This design comes from an exercise in tuning for small area on the open sky130 flow, not from production work. Function was checked by simulation only, so behaviour that the tests miss may differ from the original. Power figures rest on the tool's default switching activity, not on a simulated workload.

==> flow/constraint.sdc <==
create_clock -name core_clock -period 20.0 [get_ports {clk}]
set_input_delay 4.0000 -clock core_clock [delete_from_list [all_inputs] [get_ports {clk}]]
set_output_delay 4.0000 -clock core_clock [all_outputs]
set_load 0.01 [all_outputs]
==> flow/config.mk <==
export PLATFORM = sky130hd
export DESIGN_NAME = adc_ctrl
export DESIGN_NICKNAME = adc_ctrl
export VERILOG_FILES = /design/flow/design.v
export SDC_FILE = /design/flow/constraint.sdc
export NUM_CORES = 4
export LEC_CHECK = 0
export CAP_MARGIN = 20
export CORE_MARGIN = 2
export CORE_UTILIZATION = 40
export SLEW_MARGIN = 20
==> flow/run.sh <==
#!/bin/bash
# synth_recipe.tcl (not shown) runs the flow's synth.tcl, then flattens the netlist and writes it again
# the make line also repeats each setting of config.mk as NAME=value (left out here)
make -C /OpenROAD-flow-scripts/flow DESIGN_CONFIG=/design/flow/config.mk WORK_HOME=/design/flow/orfs CLKGATE_MAP_FILE= SYNTH_SCRIPT=/design/flow/synth_recipe.tcl finish
==> flow/design.v <==
module adc128s022(
    input               clk,
    input               rstn,
    input       [2:0]   channel,
    output  reg [11:0]  data,    
    input               wr,
    output  reg         rdy,
    input       [7:0]   clk_div,
    output reg          adc_sclk,
    output reg          adc_css,
    input               adc_dout,
    output reg          adc_din
);
reg [2:0]chnl_rg;
reg [11:0]r_data;
reg [7:0]div_cnt;
reg sclk2x;
reg [5:0]sclk_cnt;    
reg en;    
always@(posedge clk)
    if(!rstn)     chnl_rg <= 3'd0;
    else if(wr) chnl_rg <= channel;
always@(posedge clk)
    if(!rstn)     en <= 1'b0;
    else if(wr) en <= 1'b1;
    else if(rdy)en <= 1'b0;
wire div_cmp = (div_cnt == (clk_div - 1'b1));
always@(posedge clk)
    if(en)  div_cnt  <= (div_cmp)?'h0:(div_cnt + 1'b1);
    else    div_cnt  <= 'h0;
always@(posedge clk)
    if(!rstn)                 sclk2x  <= 1'b0;
    else if(en && div_cmp)  sclk2x  <= 1'b1;
    else                    sclk2x  <= 1'b0;
wire sclk_cmp = (sclk_cnt == 6'd33);
always@(posedge clk)
    if(!en)         sclk_cnt  <= 'h0;
    else if(sclk2x) sclk_cnt  <= (sclk_cmp)?'h0:(sclk_cnt + 1'b1);
always@(posedge clk)
if(!rstn)begin
    adc_sclk    <= 1'b1;
    adc_css     <= 1'b1;
    adc_din     <= 1'b1;
end else if(en) begin
    if(sclk2x)begin
        case(sclk_cnt)
            6'd0:begin adc_css <= 1'b0; end
            6'd1:begin adc_sclk <= 1'b0; adc_din  <= 1'b0; end
            6'd2:begin adc_sclk <= 1'b1; end
            6'd3:begin adc_sclk <= 1'b0; end
            6'd4:begin adc_sclk <= 1'b1; end
            6'd5:begin adc_sclk <= 1'b0; adc_din  <= chnl_rg[2];end     
            6'd6:begin adc_sclk <= 1'b1; end
            6'd7:begin adc_sclk <= 1'b0; adc_din  <= chnl_rg[1];end     
            6'd8:begin adc_sclk <= 1'b1; end
            6'd9:begin adc_sclk <= 1'b0; adc_din  <= chnl_rg[0];end     
            6'd10,6'd12,6'd14,6'd16,6'd18,6'd20,6'd22,6'd24,6'd26,6'd28,6'd30,6'd32:
                begin adc_sclk <= 1'b1; r_data <= {r_data[10:0], adc_dout};  adc_din<=adc_din; end     
            6'd11,6'd13,6'd15,6'd17,6'd19,6'd21,6'd23,6'd25,6'd27,6'd29,6'd31:
                begin adc_sclk <= 1'b0; adc_din<=1'b0; end
            6'd33:begin adc_css <= 1'b1; end
            default:begin adc_css <= 1'b1; end
        endcase
    end
    else ;
end else begin
    adc_css <= 1'b1;
end
always@(posedge clk)
    if(!rstn)
        rdy     <= 1'b0;
    else if(en && sclk2x && sclk_cmp && !rdy)begin
        data    <= r_data; 
        rdy     <= 1'b1;
    end 
    else
        rdy     <= 1'b0;
endmodule
module slpf (
    input                       clk,
    input                       rstn,
    input           [2:0]       chnl,
    input                       we,
    input           [11:0]      di,
    output  logic   [17:0]      fres0,
    output  logic   [17:0]      fres1,
    output  logic               fres_val
);
localparam ADC_N = 2;
localparam ADC_W = 12;
localparam ADC_MAX = 1 << ADC_W;
localparam ADC_H = (ADC_MAX>>1);
localparam EXP_FLT_W = 18;
localparam EXP_FLT_A = 18'h07ca8;
localparam EXP_FLT_B = 18'h18358;
logic [2:0]chnl_rg;
logic [ADC_W-1:0]di_rg;
logic [EXP_FLT_W-1:0]acc_hi0, acc_hi1;
logic [EXP_FLT_W-1:0]acc_lo0, acc_lo1;
logic [EXP_FLT_W-1:0]a, b;
logic [3:0]est;
wire [EXP_FLT_W-1:0]acc_hi_c = (chnl_rg == 3'd0) ? acc_hi0 : acc_hi1;
wire [EXP_FLT_W-1:0]acc_lo_c = (chnl_rg == 3'd0) ? acc_lo0 : acc_lo1;
wire [2*EXP_FLT_W-1:0]prod_mul = a * b;
logic [2*EXP_FLT_W-1:0]acc;
always_comb begin
    if(est == 4'h0) begin
        a = EXP_FLT_B;
        b = acc_lo_c;
    end
    else if(est == 4'h1) begin
        a = EXP_FLT_B;
        b = acc_hi_c;
    end
    else begin
        a = EXP_FLT_A;
        b = {{(EXP_FLT_W-ADC_W){1'b0}}, di_rg};
    end
end
always_ff @(posedge clk)
    if(!rstn)   est <= 'h0;
    else        est <= {est[2:0], we};
always_ff @(posedge clk)
    if(est == 'h0)
        acc <= {{{(EXP_FLT_W-1)}{1'b0}}, prod_mul>>(EXP_FLT_W-1)};
    else if((est == 4'b0001) || (est == 4'b0010))
        acc <= acc + prod_mul;
always_ff @(posedge clk) begin
    if(!rstn) begin
        acc_hi0 <= (ADC_MAX>>1);
        acc_lo0 <= 'h0;
        acc_hi1 <= (ADC_MAX>>1);
        acc_lo1 <= 'h0;
    end
    else if((est == 4'b0100) && (chnl_rg == 3'd0))begin
        acc_hi0 <= acc >> (EXP_FLT_W-1);
        acc_lo0[EXP_FLT_W-1] <= 1'b0;
        acc_lo0[(EXP_FLT_W-2):0] <= acc[(EXP_FLT_W-2):0];
    end
    else if((est == 4'b0100) && (chnl_rg == 3'd1))begin
        acc_hi1 <= acc >> (EXP_FLT_W-1);
        acc_lo1[EXP_FLT_W-1] <= 1'b0;
        acc_lo1[(EXP_FLT_W-2):0] <= acc[(EXP_FLT_W-2):0];
    end
end
always_ff @(posedge clk)
    if(est == 4'b1000) begin
        if(chnl_rg == 3'd0)
            fres0 <= $signed(ADC_H - (acc_hi0[(EXP_FLT_W-3):0] + acc_lo0[(EXP_FLT_W-2)]));
        else if(chnl_rg == 3'd1)
            fres1 <= $signed(ADC_H - (acc_hi1[(EXP_FLT_W-3):0] + acc_lo1[(EXP_FLT_W-2)]));
    end
always_ff @(posedge clk)
    if(!rstn) begin
        chnl_rg <= 'h0;
        di_rg   <= 'h0;
    end
    else if(we) begin
        chnl_rg <= chnl;
        di_rg   <= di;
    end
always_ff @(posedge clk)
    if((est[3] == 1'b1) && (chnl_rg == (ADC_N-1)))
        fres_val <= 1'b1;
    else
        fres_val <= 1'b0;
endmodule
module adc_ctrl (
    input                   clk,
    input                   rstn,
    input                   adc_ce,
    output  logic   [11:0]  adc_data0,
    output  logic   [11:0]  adc_data1,
    output  logic           adc_val,
    output          [17:0]  flt_data0,
    output          [17:0]  flt_data1,
    output                  flt_val,
    output                  adc_sclk,
    output                  adc_css,
    output                  adc_dout,
    input                   adc_din
);
localparam ADC_N = 2;
localparam ADC_W = 12;
localparam [7:0] ADC_CLK_DIV = 8'h8;    
wire adc_rdy;
logic [2:0]adc_channel;
wire chnl_done = (adc_channel == (ADC_N-1));
localparam [1:0] IDLE = 2'd0, ADC_START = 2'd1, ADC_WAIT = 2'd2, ADC_FRDY = 2'd3;
logic [1:0] fsm, nfsm;
always_ff @(posedge clk)
    if(!rstn)   fsm <= IDLE;
    else        fsm <= nfsm;
always_comb
case (fsm)
    IDLE        :
        if(adc_ce)      nfsm = ADC_START;
        else            nfsm = IDLE;
    ADC_START   :       nfsm = ADC_WAIT;
    ADC_WAIT    :
        if(adc_rdy)     nfsm = ADC_FRDY;
        else            nfsm = ADC_WAIT;
    ADC_FRDY     :
        if(chnl_done & !adc_ce)
                        nfsm = IDLE;
        else            nfsm = ADC_START;
    default     :       nfsm = IDLE;
endcase
wire [ADC_W-1:0]adc_res;
adc128s022
adc128s022_u(
    .clk            ( clk                           ),
    .rstn           ( rstn                          ),
    .channel        ( adc_channel                   ),
    .data           ( adc_res                       ),
    .wr             ( (fsm == ADC_START)            ),
    .rdy            ( adc_rdy                       ),
    .clk_div        ( ADC_CLK_DIV                   ),
    .adc_sclk       ( adc_sclk                      ),
    .adc_css        ( adc_css                       ),
    .adc_dout       ( adc_din                       ),
    .adc_din        ( adc_dout                      )
);
always_ff @(posedge clk)
    if(adc_rdy) begin
        if(adc_channel == 3'd0)         adc_data0 <= adc_res;
        else if(adc_channel == 3'd1)    adc_data1 <= adc_res;
    end
always_ff @(posedge clk)
    if(adc_rdy && chnl_done)    adc_val <= 1'b1;
    else                        adc_val <= 1'b0;
always_ff @(posedge clk)
    if(fsm == IDLE)
        adc_channel <= '0;
    else if(fsm == ADC_FRDY)
        adc_channel <= (chnl_done)? '0: (adc_channel + 1'b1);
slpf
slpf_u (
    .clk            ( clk                           ),
    .rstn           ( rstn                          ),
    .chnl           ( adc_channel                   ),
    .we             ( adc_rdy                       ),
    .di             ( adc_res                       ),
    .fres0          ( flt_data0                     ),
    .fres1          ( flt_data1                     ),
    .fres_val       ( flt_val                       )
);
endmodule
==> impl_metrics.ini <==
[status]
outcome = complete, no violations

[critical_path]
crit_path_start_kind = flip-flop
critPathMaxFanout = 36
path_common_cell = fa_1
worstSetupPathDepth = 36
timing.reg2reg.setup_slack_ns = 10.01
crit_type = flip-flop to flip-flop
worstSetupEndpointType = flip-flop
path_buf_inv = 5
rr_startpoint = slpf_u.est[1]
cp.arrival_ns = 10.40
slowest_delay_ns = 0.75
ff2ff_path_depth = 36
r2r-end = slpf_u.acc[34]
crit_path_end = slpf_u.acc[34]
slowest_stage = nor3_4
worstPathRequired_ns = 20.41
critPathTopFamily = adder cells
startpoint = slpf_u.est[1]

[route]
vias_per_cell = 5.26
drt_wl_total_um = 48700
wl_per_cell_um = 17.8
wl_met2_um = 22400
ant_nets = 0
wl_met1_um = 22000
drcViolationCount = 0
met3_length_um = 2720
highest_layer = met4
drtPass1Iterations = 7
vias = 14400
drt_iter0_drc = 954

[timing]
hold_viol = 0
finalSetupTns_ns = 0
fmax_ghz = 0.100
slew_violations = 0
setup_viol_count_final = 0
worst_pin_slew_ns = 0.947
slew_headroom_pct = 36.8
clock_skew_ns = 0.0501
worst_slack_ns = 10.01
rsz0062_at_grt = no
fin_crit_sh_pct = 49.9
finalCriticalPeriod_ns = 9.99

[clock_tree]
clock-sinks = 238
clkLatencyLatePin_ns = 0.57
root_buffer = clkbuf_16
cts_hold_buf = 0
cts_tree = done
cts_made_buffers = 28
post_cts_buffers = 0
cts-resized-gates = 0
cts.htree.levels = 1
clkTransAtPathRegs_ns = 0.06
cts_buffer_depth = 3

[die]
die_area_um2 = 50100
core_um2 = 47700
start_util_pct = 40.5
row_count = 80
die_y_um = 224
die_w_um = 224
pin_count = 69

[place]
io_buffers = 68
place_congestion = 0.944
dp_slack_ns = 10.22
hpwl_um = 38300

[pwr]
pwr_density_cell_nw_per_um2 = 62.1
peakVddDrop_mv = 0.0615
leakage_nw = 9.74

[synthesis]
ys_seq_elements = 238
netlist_area_um2 = 19300
synth_edf_count = 103
avgSynthCellArea_um2 = 9.36
yosysSeqAreaShare_pct = 30.0
synth_cells = 2063
async_flop_share_pct = 0
ys.flop_type = dfxtp_1
yosysUniqueCellTypes = 84
ys_warn_count = 3

[global_routing]
grt_pass1_wl_um = 78000
track_usage_pct = 19.6
gr-total-overflow = 0
grt_max_degree = 101
antenna_found_initial = 1
grt_pass1_vias = 14500

[final_layout]
layout-drive-gt1-share_pct = 4.81
final_cell_mix = 267 x nand2_1, 258 x inv_1, 178 x ha_1
final_common_cell = nand2_1
area_growth_pct = 10.9
finalNetCount = 2428

[flow_run]
max_cap_violations = 0

[min_path]
hp-class = flip-flop to flip-flop
## per-layer routing
metal / global-route usage (%) / vias to the layer above
li1: - / 6973
met1: 26.4 / 6946
met2: 32.3 / 385
met3: 2.82 / 86
met4: 6.47 / 0
met5: 0 / -
## through the flow
stage / std cells / instance area [um2] / hold WS [ns] / utilization, % / power (mW)
floorplan: 2083 / 19400 / 0.400 / - / 0.780
finish: 2737 / 21400 / 0.422 / 44.9 / 1.33
global placement: 2684 / 20600 / 0.404 / 43.1 / 0.857
CTS: 2735 / 21400 / 0.425 / 44.8 / 1.33
detailed placement: 2684 / 20600 / 0.409 / 43.1 / 0.860
global route: 2735 / 21400 / 0.442 / 44.8 / 1.40
## power breakdown
part	leakage (nW)	total, mW	internal (mW)	switching (mW)
clock network	0.411	0.470	0.267	0.203
logic	7.27	0.323	0.126	0.197
registers	2.06	0.535	0.522	0.0135
## flip-flops by register name, indices dropped and copies added (netlist names), 17 cells and up
| name | cells |
|---|---|
| slpf_u.acc | 35 |
| slpf_u.acc_hi0 | 18 |
| slpf_u.acc_hi1 | 18 |
| slpf_u.fres0 | 18 |
| slpf_u.fres1 | 18 |
| slpf_u.acc_lo0 | 17 |
| slpf_u.acc_lo1 | 17 |
## synth_stat cells, types with 5 or more instances
cell type	count	area share, %
a21boi_0	72	2.8
a211oi_1	13	0.51
nor4_1	18	0.58
or3_1	10	0.32
ha_1	178	12
nor3_1	25	0.65
a21o_1	27	1.0
nand4_1	12	0.39
nor2b_1	22	0.71
o21ai_0	56	1.5
or2_2	8	0.26
o21ai_1	5	0.13
clkbuf_1	66	1.3
dfxtp_1	135	14
a21oi_1	100	2.6
and3_1	21	0.68
o211ai_1	10	0.39
xnor2_1	71	3.2
fa_1	147	15
o21bai_1	10	0.39
nor2_1	109	2.1
a31oi_1	16	0.52
inv_1	258	5.0
o22ai_1	13	0.42
nand2b_1	12	0.39
buf_1	9	0.17
nand3_1	34	0.88
and2_1	21	0.68
mux2i_1	56	2.9
o21a_1	10	0.39
xor2_1	48	2.2
buf_2	13	0.34
edfxtp_1	103	16
nand2_1	267	5.2
## worst reg2reg max path, delay by kind of cell, from the launching register on
| kind | cells | cell delay [ns] |
|---|---|---|
| adders and majority gates | 8 | 3.85 |
| DFF | 1 | 0.39 |
| buffers and inverters | 5 | 0.56 |
| AOI/OAI and AO/OA | 15 | 3.15 |
| and+or+nand+nor | 8 | 1.87 |
## how the worst min path moves through the flow
stage	depth (start not counted)	slack, ns	end	startpoint
6_report	0	0.42	adc128s022_u.data[11]	adc128s022_u.r_data[11]
5_1_grt	0	0.44	adc128s022_u.data[11]	adc128s022_u.r_data[11]
3_5_place_dp	0	0.41	adc128s022_u.data[11]	adc128s022_u.r_data[11]
3_3_place_gp	0	0.40	adc128s022_u.data[11]	adc128s022_u.r_data[11]
4_1_cts	0	0.42	adc128s022_u.data[11]	adc128s022_u.r_data[11]
2_1_floorplan	0	0.40	adc128s022_u.data[11]	adc128s022_u.r_data[11]
## logic make-up after synthesis
| group | synth area share (%) |
|---|---|
| AO/OA/AOI/OAI | 12.7 |
| XOR/XNOR | 5.68 |
| adder cells (fa/ha/maj) | 26.8 |
| buffers and inverters | 7.16 |
| flip-flops | 30.0 |
| multiplexers | 3.13 |
| other | 0.0389 |
| AND/OR/NAND/NOR | 14.5 |
## cell type report
| type | count | area, um2 |
|---|---|---|
| diodes | 2 | 5.00 |
| clock buffers | 40 | 766 |
| clock inverters | 11 | 86.3 |
| fillers | 4512 | 26300 |
| inverters | 261 | 980 |
| multi-input cells | 1490 | 12200 |
| flip-flops and latches | 238 | 5800 |
| well taps | 615 | 769 |
| repair buffers | 80 | 766 |

[re-timing with driven ports]
Ports are ideal in the flow. The routed layout listed here was re-timed in OpenROAD. Step 1 assumes that a clkbuf_16 drives the clock port and a buf_2 every other input. Step 2 moves the port delays by t, midway between the first and last clock arrival at a register: inputs arrive t later, outputs are due t later. That takes back most of the time a late clock gives input paths. Three values: no drivers, after step 1, after step 2; two values: the first two.
shift t [ns]: 0.597
slack for setup (ns): 10.014 / 10.014 / 10.014
hold slack, ns: 0.422 / 0.422 / 0.422
pins driven straight from the clock port: 1
After both steps setup and hold are still met in this run. The setup slack of this run moves by 0.000 ns with the drivers and by 0.000 ns with both steps.
